Background: an optimization exercise with open tools, aiming at small area. Do not read the settings as production practice. Where RTL was checked, it was by simulation tests only, not by an equivalence proof against the original. No driver is modelled on the clock port, so clocking that relies on it looks cheaper here than on a real chip. No activity file was given, so power comes from the tool's default toggle rates.

lane 1:
## Kitchen_Timer
module Kitchen_Timer(
	input [5:0] num,
	input un_start, un_pause, un_reset, un_get_min, un_get_sec,
	input fast, up, clk,
	input rst,
	output led,
	output [3:0] AN,
	output [6:0] disp,
	output HS, VS,
	output [2:0] R, G,
	output [1:0] B
);
For scale: about 37 I/O pins.
clock: 10.0 ns
lec_check: 0
cap_margin: 20
core_margin: 2
core_utilization: 70
place_density: 0.85
slew_margin: 20
standard.sh (not shown) runs the stock make flow with config.mk's settings and CLKGATE_MAP_FILE= SYNTH_SCRIPT=/design/flow/synth_recipe.tcl, a recipe that flattens the netlist after the stock synthesis.
==> flow/flow/run.sh <==
#!/bin/bash
# The standard layout (standard.sh) with these changes:
#  - synthesis: synth_recipe.tcl unchanged except that its abc call uses flow/area.abc,
#    an area-oriented script (deepsyn, then area-recovering mapping), instead of ORFS's
#    speed script; the flip-flops and their names come from the same earlier passes;
#  - after floorplan, combinational cells go to their smallest size (flow/downsize.tcl);
#  - port buffers are buf_1;
#  - the clock tree uses clkbuf_4 and no dummy loads; after CTS, leaf buffers whose
#    flip-flops would see a clock slew near the limit become clkbuf_8 (flow/clk_upsize.tcl).
set -euo pipefail
here=$(pwd)
sed "1a proc abc {args} { set i [lsearch \$args -script]; if {\$i >= 0} { lset args [expr {\$i + 1}] $here/flow/area.abc }; yosys abc {*}\$args }" \
  synth_recipe.tcl > area_synth.tcl
bash standard.sh \
  SYNTH_SCRIPT="$here/area_synth.tcl" \
  POST_FLOORPLAN_TCL="$here/flow/downsize.tcl" \
  BUFFER_PORTS_ARGS="-buffer_cell sky130_fd_sc_hd__buf_1" \
  CTS_ARGS="-sink_clustering_enable -repair_clock_nets -dont_use_dummy_load -buf_list sky130_fd_sc_hd__clkbuf_4" \
  POST_CTS_TCL="$here/flow/clk_upsize.tcl" \
  finish > flow.log 2>&1
==> flow/flow/area.abc <==
strash
&get -n
&st
&deepsyn -T 60
&st
&dch
&nf -a -R 1000
&st
&dch
&nf -a -R 1000
&put
==> flow/flow/clk_upsize.tcl <==
set limit 0.105
estimate_parasitics -placement
set changed 0
foreach inst [[ord::get_db_block] getInsts] {
  if {[[$inst getMaster] getName] ne "sky130_fd_sc_hd__clkbuf_4"} { continue }
  set worst 0
  foreach iterm [$inst getITerms] {
    if {![$iterm isOutputSignal]} { continue }
    set net [$iterm getNet]
    if {$net eq "NULL"} { continue }
    foreach load [$net getITerms] {
      if {[$load isOutputSignal]} { continue }
      set pin [get_pins -quiet "[[$load getInst] getName]/[[$load getMTerm] getName]"]
      if {$pin eq ""} { continue }
      set s [get_property $pin slew_max]
      if {$s > $worst} { set worst $s }
    }
  }
  if {$worst > $limit} {
    $inst swapMaster [[ord::get_db] findMaster sky130_fd_sc_hd__clkbuf_8]
    incr changed
  }
}
puts "clk_upsize: $changed clock buffers now clkbuf_8"
if {$changed > 0} {
  detailed_placement
  check_placement -verbose
  estimate_parasitics -placement
}
Other scripts of this flow, unchanged in this note and not shown: flow/flow/downsize.tcl
Lane 1 ended with every stage complete and zero timing, DRC or antenna violations.
The inputs of lane 3 differ from those of lane 1 as listed below.
Settings: changing CORE_UTILIZATION from 70 to 40; changing PLACE_DENSITY from 0.85 to 0.6.
--- a/flow/flow/run.sh
+++ b/flow/flow/run.sh
@@ -7,4 +7,3 @@
 #  - port buffers are buf_1;
-#  - the clock tree uses clkbuf_4 and no dummy loads; after CTS, leaf buffers whose
-#    flip-flops would see a clock slew near the limit become clkbuf_8 (flow/clk_upsize.tcl).
+#  - the clock tree uses clkbuf_8 and no dummy loads.
 set -euo pipefail
@@ -17,4 +16,3 @@
   BUFFER_PORTS_ARGS="-buffer_cell sky130_fd_sc_hd__buf_1" \
-  CTS_ARGS="-sink_clustering_enable -repair_clock_nets -dont_use_dummy_load -buf_list sky130_fd_sc_hd__clkbuf_4" \
-  POST_CTS_TCL="$here/flow/clk_upsize.tcl" \
+  CTS_ARGS="-sink_clustering_enable -repair_clock_nets -dont_use_dummy_load -buf_list sky130_fd_sc_hd__clkbuf_8" \
   finish > flow.log 2>&1
--- a/flow/flow/area.abc
+++ b/flow/flow/area.abc
@@ -3,3 +3,3 @@
 &st
-&deepsyn -T 60
+&deepsyn -T 180
 &st
removed: flow/flow/clk_upsize.tcl
## What came out
Summary — count of standard-cell rows, lane 3 relative to lane 1: higher, by about 30%. From lane 1 to lane 3 the numbers moved as follows: proportion of power drawn by flip-flops and latches now smaller; non-clock buffer share of cell area essentially unchanged. Capture point of the critical path: d.m0[2] -> lane 1, d.m1[1] -> lane 3.

* * *

Another version of the RTL of Kitchen_Timer (not shown whole).
Size in the first run: about 150 flip-flops, roughly 37 I/O pins, about 6500 um2 of cells after synthesis.
clock: 10.0 ns
lec_check: 0
cap_margin: 20
core_margin: 2
core_utilization: 80
place_density: 0.92
slew_margin: 20
==> flow/flow/run.sh <==
#!/bin/bash
# The standard layout (standard.sh) with these changes:
#  - synthesis: synth_recipe.tcl unchanged except that its abc call uses flow/area.abc,
#    an area-oriented script (deepsyn, then area-recovering mapping), instead of ORFS's
#    speed script; the flip-flops and their names come from the same earlier passes;
#  - after floorplan, combinational cells go to their smallest size (flow/downsize.tcl);
#  - port buffers are buf_1;
#  - the clock tree uses clkbuf_4 and no dummy loads; after CTS, leaf buffers whose
#    flip-flops would see a clock slew near the limit become clkbuf_8 (flow/clk_upsize.tcl).
set -euo pipefail
here=$(pwd)
sed "1a proc abc {args} { set i [lsearch \$args -script]; if {\$i >= 0} { lset args [expr {\$i + 1}] $here/flow/area.abc }; yosys abc {*}\$args }" \
  synth_recipe.tcl > area_synth.tcl
bash standard.sh \
  SYNTH_SCRIPT="$here/area_synth.tcl" \
  POST_FLOORPLAN_TCL="$here/flow/downsize.tcl" \
  BUFFER_PORTS_ARGS="-buffer_cell sky130_fd_sc_hd__buf_1" \
  CTS_ARGS="-sink_clustering_enable -repair_clock_nets -dont_use_dummy_load -buf_list sky130_fd_sc_hd__clkbuf_4" \
  POST_CTS_TCL="$here/flow/clk_upsize.tcl" \
  finish > flow.log 2>&1
==> flow/flow/area.abc <==
strash
&get -n
&st
&deepsyn -T 60
&st
&dch
&nf -a -R 1000
&st
&dch
&nf -a -R 1000
&put
Other scripts of this flow, unchanged in this note and not shown: flow/flow/clk_upsize.tcl, flow/flow/downsize.tcl
The starting point produced a clean layout.
Change:
==> flow/flow/area.abc (replaced) <==
strash
&get -n
&st
&deepsyn -T 180
&st
&dch
&nf -a -R 1000
&st
&dch
&nf -a -R 1000
&put
- CORE_UTILIZATION: 80 -> 70
- PLACE_DENSITY: 0.92 -> 0.85
- maximum frequency rose slightly
- die area rose by roughly a tenth
- worst setup slack gains 0.086 ns
- area after synthesis fell slightly
- final area stays flat

* * *

Setup of try-ember:
Kitchen_Timer, a different RTL version from the one above (not shown whole).
Size: ~870 cells after synthesis, roughly 150 flip-flops, roughly 37 I/O pins, roughly 0.0074 mm² of cells after synthesis.
export LEC_CHECK = 0
export CAP_MARGIN = 20
export CORE_MARGIN = 2
export CORE_UTILIZATION = 40
export PLACE_DENSITY = 0.6
export SLEW_MARGIN = 20
create_clock -name core_clock -period 10.0 [get_ports {clk}]
==> flow/flow/run.sh <==
#!/bin/bash
# Standard layout (standard.sh: the ORFS flow with the standard synthesis), with
# smaller port buffers and a clock tree without dummy loads.
set -euo pipefail
bash standard.sh \
  BUFFER_PORTS_ARGS="-buffer_cell sky130_fd_sc_hd__buf_1" \
  CTS_ARGS="-sink_clustering_enable -repair_clock_nets -dont_use_dummy_load -buf_list sky130_fd_sc_hd__clkbuf_8" \
  finish > flow.log 2>&1
Input-level comparison between try-quartz and try-ember:
- changing CORE_UTILIZATION from 40 to 60
- changing PLACE_DENSITY from 0.6 to 0.75
--- a/flow/flow/run.sh
+++ b/flow/flow/run.sh
@@ -5,4 +5,4 @@
 bash standard.sh \
   BUFFER_PORTS_ARGS="-buffer_cell sky130_fd_sc_hd__buf_1" \
-  CTS_ARGS="-sink_clustering_enable -repair_clock_nets -dont_use_dummy_load -buf_list sky130_fd_sc_hd__clkbuf_8" \
+  CTS_ARGS="-sink_clustering_enable -repair_clock_nets -dont_use_dummy_load -buf_list {sky130_fd_sc_hd__clkbuf_4 sky130_fd_sc_hd__clkbuf_8} -sink_clustering_size 30 -sink_clustering_max_diameter 100" \
   finish > flow.log 2>&1
## What came out
try-ember -> try-quartz: post-synthesis cell type count delta 0, exact match
Comparing try-quartz with try-ember, the post-CTS setup buffer count came out essentially unchanged.
In the tables for try-quartz and try-ember, non-clock buffer count reads lower with try-quartz.
Lower final core utilization was reported by try-ember, not try-quartz.
Reported for try-quartz and try-ember, CTS sink count turned out identical to the last digit.
Power in the clock group for try-quartz: about 1% down relative to try-ember
Looking only at final clock period utilization by the worst path, and setting everything else aside, the higher value of try-quartz and try-ember goes to try-ember.
Inputs modified between try-quartz and try-garnet:
==> flow/flow/run.sh <==
#!/bin/bash
# Standard layout (standard.sh: the ORFS flow with the standard synthesis), with
# smaller port buffers and a clock tree without dummy loads.
set -euo pipefail
bash standard.sh \
  BUFFER_PORTS_ARGS="-buffer_cell sky130_fd_sc_hd__buf_1" \
  CTS_ARGS="-sink_clustering_enable -repair_clock_nets -dont_use_dummy_load -buf_list \"sky130_fd_sc_hd__clkbuf_4 sky130_fd_sc_hd__clkbuf_8\" -sink_clustering_size 30 -sink_clustering_max_diameter 100" \
  finish > flow.log 2>&1
## What came out
try-garnet: aborted in 4_1_cts (tool error). As far as area after synthesis goes, try-garnet and try-quartz are indistinguishable; the numbers are identical. Reported for try-quartz and try-garnet, gate count after technology mapping turned out identical to the last digit. Fraction of the mapped netlist area in compound gates across try-quartz and try-garnet: no real change.
No run of this note included a check of the RTL's function; only the layout flow was run.

* * *

Setup of run X:
Kitchen_Timer, a different RTL version from the one above (not shown whole).
Size: ~850 cells after synthesis, ~150 flip-flops.
clock: 10.0 ns
lec_check: 0
cap_margin: 20
core_margin: 2
core_utilization: 40
place_density: 0.6
slew_margin: 20
==> flow/flow/run.sh <==
#!/bin/bash
# Standard layout (standard.sh: the ORFS flow with the standard synthesis), with
# smaller port buffers and a clock tree without dummy loads.
set -euo pipefail
bash standard.sh \
  BUFFER_PORTS_ARGS="-buffer_cell sky130_fd_sc_hd__buf_1" \
  CTS_ARGS="-sink_clustering_enable -repair_clock_nets -dont_use_dummy_load -buf_list sky130_fd_sc_hd__clkbuf_8" \
  finish > flow.log 2>&1
Run X reached the end of the flow, and the finished layout is clean on the timing, DRC and antenna checks.
Input changes introduced in run H (baseline for comparison: run X):
-- flow/flow/run.sh --
<<< run X, line 3
# smaller port buffers and a clock tree without dummy loads.
>>> run H, line 3
# smaller port buffers, combinational cells at their smallest size after floorplan,
# and a clock tree of clkbuf_8 without dummy loads.
<<< run X, line 5
>>> run H, line 6
here=$(pwd)
<<< run X, line 6
>>> run H, line 8
  POST_FLOORPLAN_TCL="$here/flow/downsize.tcl" \
==> flow/flow/downsize.tcl (new file) <==
# Swap every combinational cell that synthesis sized up for the smallest cell of the
# same family (same function and pins); timing has ample slack at this clock period,
# and the later repair steps fix any slew or capacitance limit this breaks.
set n_swapped 0
foreach inst [[ord::get_db_block] getInsts] {
  set name [[$inst getMaster] getName]
  if {![regexp {^(sky130_fd_sc_hd__[a-z0-9]+)_([0-9]+)$} $name -> base size]} { continue }
  if {[regexp {__(df|edf|sdf|dl|tap|fill|decap|conb|diode)} $base]} { continue }
  set best $name
  set best_area [get_property [get_lib_cells $name] area]
  foreach lc [get_lib_cells ${base}_*] {
    set ln [get_name $lc]
    if {![regexp "^${base}_\[0-9\]+\$" $ln]} { continue }
    set a [get_property $lc area]
    if {$a < $best_area} { set best $ln; set best_area $a }
  }
  if {$best ne $name} {
    $inst swapMaster [[ord::get_db] findMaster $best]
    incr n_swapped
  }
}
puts "downsize: swapped $n_swapped cells to their smallest size"
### Flow results
The final RePlAce weighted congestion of run X and that of run H are within noise of each other. On worst setup slack after layout: between run X and run H, it ends up higher for run H. Re cell area after technology mapping: no difference whatsoever between run H and run X.

[separate check: timing with driven ports]
The results above use ideal ports. As a check the final layouts listed here were re-extracted and re-timed, cells and wires unchanged. Step 1: set_driving_cell puts a clkbuf_16 on clk and a buf_2 on each other input, an assumption about the parent block. Step 2 also shifts input and output timing later by t, the mid clock arrival at the registers, as if the neighbouring blocks saw the same clock. Slacks: ideal ports / drivers / drivers and shift; pairs: ideal ports / drivers.
run | shift t [ns] | slack for setup (ns) | hold WS [ns]
lane 1 | 0.426 | 5.801 / 5.813 / 5.386 | 0.395 / 0.395 / 0.395
lane 3 | 0.451 | 5.475 / 5.484 / 5.034 | 0.397 / 0.397 / 0.397
the first run of note 2 | 0.454 | 5.013 / 5.023 / 4.569 | 0.416 / 0.416 / 0.416
the second run of note 2 | 0.438 | 5.100 / 5.104 / 4.666 | 0.389 / 0.389 / 0.389
try-ember | 0.473 | 5.917 / 5.923 / 5.450 | 0.418 / 0.418 / 0.418
try-quartz | 0.461 | 5.950 / 5.957 / 5.497 | 0.397 / 0.397 / 0.397
run X | 0.468 | 6.095 / 6.112 / 5.644 | 0.423 / 0.423 / 0.423
run H | 0.473 | 6.098 / 6.116 / 5.643 | 0.418 / 0.418 / 0.418
After both steps setup and hold are still met in every run listed. The setup slack of try-ember, which loses most, moves by +0.006 ns with the drivers and by -0.467 ns with both steps.
